Background: an optimization exercise with open tools, aiming at small area and a short achievable clock period. Do not read the settings as production practice. Where RTL was checked, it was by simulation tests only, not by an equivalence proof against the original. No activity file was given, so power comes from the tool's default toggle rates.

==> module mul_radix2, before the edit <==
module mul_radix2 #(
    parameter int BIT_WIDTH = 32
) (
    input  logic        clk,
    input  logic        rst,
    input  logic        start,
    input  logic [3:0]  data_in,
    output logic [3:0]  data_out,
    output logic        data_out_valid,
    output logic        result_complete,
    output logic        ready
);
    logic [4:0]  cnt;
    logic [31:0] a_n;      
    logic [27:0] s_reg, c_reg;
    logic        cin;
    wire idle = (cnt == 5'd0);
    wire step = cnt[4] | (cnt[3] & (cnt[2:0] != 3'd0));    
    wire a_en = ~cnt[4] & ~cnt[3];                         
    always_ff @(posedge clk) begin
        if (rst)
            cnt <= 5'd0;
        else if (idle)
            cnt <= {4'd0, start};
        else if (cnt[4])
            cnt <= 5'd0;
        else
            cnt <= cnt + 5'd1;
    end
    logic        one0, two0, neg0, one1, two1, neg1;
    logic [3:0]  lr0;                 
    logic [1:0]  lr1;                 
    wire stepn = ~cnt[4] & cnt[3];                         
    wire xm1   = neg1;
    wire [2:0] g0 = {data_in[1], data_in[0], xm1};
    wire [2:0] g1 = {data_in[3], data_in[2], data_in[1]};
    wire n_one0 = stepn & (g0[1] ^ g0[0]);
    wire n_two0 = stepn & ((g0[2] & ~g0[1] & ~g0[0]) | (~g0[2] & g0[1] & g0[0]));
    wire n_neg0 = stepn & g0[2];
    wire n_one1 = stepn & (g1[1] ^ g1[0]);
    wire n_two1 = stepn & ((g1[2] & ~g1[1] & ~g1[0]) | (~g1[2] & g1[1] & g1[0]));
    wire n_neg1 = stepn & g1[2];
    wire [32:0] a_ext = {~a_n, 1'b0};
    logic [3:0] n_lr0;
    logic [1:0] n_lr1;
    always_comb begin
        for (int i = 0; i < 4; i++)
            n_lr0[i] = ((n_one0 & a_ext[i+1]) | (n_two0 & a_ext[i])) ^ n_neg0;
        for (int i = 2; i < 4; i++)
            n_lr1[i-2] = ((n_one1 & a_ext[i-1]) | (n_two1 & a_ext[i-2])) ^ n_neg1;
    end
    always_ff @(posedge clk) begin
        if (a_en)
            a_n <= {~data_in, a_n[31:4]};
        one0 <= n_one0; two0 <= n_two0; neg0 <= n_neg0;
        one1 <= n_one1; two1 <= n_two1; neg1 <= n_neg1;
        lr0  <= n_lr0;
        lr1  <= n_lr1;
    end
    logic [31:0] r0, r1;
    always_comb begin
        r0[3:0] = lr0;
        for (int i = 4; i < 32; i++)
            r0[i] = ((one0 & a_ext[i+1]) | (two0 & a_ext[i])) ^ neg0;
        r1[0] = neg1;
        r1[1] = neg1;
        r1[3:2] = lr1;
        for (int i = 4; i < 32; i++)
            r1[i] = ((one1 & a_ext[i-1]) | (two1 & a_ext[i-2])) ^ neg1;
    end
    wire [31:0] s_in = {4'd0, s_reg};
    wire [31:0] c_in = {4'd0, c_reg};
    wire [31:0] x  = s_in ^ c_in ^ r0;
    wire [31:0] yc = (s_in & c_in) | (s_in & r0) | (c_in & r0);
    wire [31:0] y  = {yc[30:0], neg0};
    wire [31:0] s1 = x ^ y ^ r1;
    wire [31:0] cc = (x & y) | (x & r1) | (y & r1);
    wire [31:0] c1 = {cc[30:0], neg1};
    wire [4:0] nib = {1'b0, s1[3:0]} + {1'b0, c1[3:0]} + {4'd0, cin};
    always_ff @(posedge clk) begin
        s_reg    <= s1[31:4];
        c_reg    <= c1[31:4];
        cin      <= nib[4];
        data_out <= nib[3:0];
    end
    always_ff @(posedge clk) begin
        if (rst) begin
            ready           <= 1'b1;
            data_out_valid  <= 1'b0;
            result_complete <= 1'b0;
        end else begin
            ready           <= idle;
            data_out_valid  <= step;
            result_complete <= cnt[4];
        end
    end
endmodule
export LEC_CHECK = 0
export ABC_AREA = 1
export CAP_MARGIN = 20
export CORE_MARGIN = 2
export CORE_UTILIZATION = 60
export SLEW_MARGIN = 20
create_clock -name core_clock -period 10.0 [get_ports {clk}]
standard.sh (not shown) runs the stock make flow with config.mk's settings and CLKGATE_MAP_FILE= SYNTH_SCRIPT=/design/flow/synth_recipe.tcl, a recipe that flattens the netlist after the stock synthesis.
==> flow/flow/run.sh <==
#!/bin/bash
set -euo pipefail
export BUFFER_PORTS_ARGS="-buffer_cell sky130_fd_sc_hd__buf_2"
export CTS_ARGS="-sink_clustering_enable -repair_clock_nets -dont_use_dummy_load -buf_list sky130_fd_sc_hd__clkbuf_8"
bash standard.sh > flow_standard.log 2>&1
Then changed:
--- a/flow/design.v
+++ b/flow/design.v
@@ -10,27 +10,41 @@
     output logic        result_complete,
     output logic        ready
 );
-    logic [4:0]  cnt;
+    logic [2:0]  m;
+    wire  s_idle = (ready & ~m[0]) | result_complete;
+    wire  s_one  = ready & m[0];
+    wire  s_recv = ~ready & ~data_out_valid;               
+    wire  s_step = data_out_valid & ~result_complete;      
+    always_ff @(posedge clk) begin
+        if (rst) begin
+            ready           <= 1'b1;
+            data_out_valid  <= 1'b0;
+            result_complete <= 1'b0;
+            m               <= 3'd0;
+        end else if (s_idle) begin
+            ready           <= 1'b1;
+            data_out_valid  <= 1'b0;
+            result_complete <= 1'b0;
+            m               <= {2'd0, start};
+        end else if (s_one) begin
+            ready           <= 1'b0;
+            m               <= 3'd0;
+        end else if (s_recv) begin
+            if (m == 3'd7) data_out_valid <= 1'b1;
+            m <= m + 3'd1;
+        end else begin
+            if (m == 3'd6) result_complete <= 1'b1;
+            m <= m + 3'd1;
+        end
+    end
+    wire a_en  = ~((s_recv & m[2] & m[1]) | s_step);
+    wire stepn = (s_recv & m[2] & m[1]) | (s_step & ~(m[2] & m[1]));
     logic [31:0] a_n;      
     logic [27:0] s_reg, c_reg;
     logic        cin;
-    wire idle = (cnt == 5'd0);
-    wire step = cnt[4] | (cnt[3] & (cnt[2:0] != 3'd0));    
-    wire a_en = ~cnt[4] & ~cnt[3];                         
-    always_ff @(posedge clk) begin
-        if (rst)
-            cnt <= 5'd0;
-        else if (idle)
-            cnt <= {4'd0, start};
-        else if (cnt[4])
-            cnt <= 5'd0;
-        else
-            cnt <= cnt + 5'd1;
-    end
     logic        one0, two0, neg0, one1, two1, neg1;
     logic [3:0]  lr0;                 
     logic [1:0]  lr1;                 
-    wire stepn = ~cnt[4] & cnt[3];                         
     wire xm1   = neg1;
     wire [2:0] g0 = {data_in[1], data_in[0], xm1};
     wire [2:0] g1 = {data_in[3], data_in[2], data_in[1]};
@@ -83,15 +97,4 @@
         cin      <= nib[4];
         data_out <= nib[3:0];
     end
-    always_ff @(posedge clk) begin
-        if (rst) begin
-            ready           <= 1'b1;
-            data_out_valid  <= 1'b0;
-            result_complete <= 1'b0;
-        end else begin
-            ready           <= idle;
-            data_out_valid  <= step;
-            result_complete <= cnt[4];
-        end
-    end
 endmodule
=> Worst setup slack got worse by 130 ps. Power falls by 12%. Final area falls by 2.0%. Die area is higher by about 0.45%. Combinational power decreases by about 4%. Final cell count came out lower by about 2.3%. Count of clock-buffer cells in the layout fell by 8. Wire length drops by 4.9%. Core utilization shrinks by 1.6 points.
No functional check of the RTL was part of the first run of this note.

## afterwards: timing with drivers on the ports
In the flow no input, the clock included, has a driving cell. The finished layouts below were timed again as built, in two steps. Step 1, drivers: a clkbuf_16 drives clk and a buf_2 each remaining input, both assumed. Step 2, shift: input delay + t, output delay - t, t = (earliest + latest rising clock arrival at the registers) / 2. This alone moves slack from input paths to output paths. Slacks: ideal ports / drivers / drivers and shift; pairs: ideal ports / drivers.
| run | t (ns) | setup slack, ns | hold WS [ns] | worst setup path after step 2 | worst data-port slew with drivers (ns) |
|---|---|---|---|---|---|
| the first run | 0.438 | 7.161 / 7.128 / 7.123 | 0.491 / 0.491 / 0.491 | input to register | 0.03 |
| the second run | 0.390 | 7.032 / 6.998 / 7.117 | 0.453 / 0.453 / 0.453 | input to register | 0.03 |
After both steps setup and hold are still met in every run listed. For the first run, which loses most, drivers alone change the setup slack by -0.033 ns; drivers and shift together by -0.038 ns.
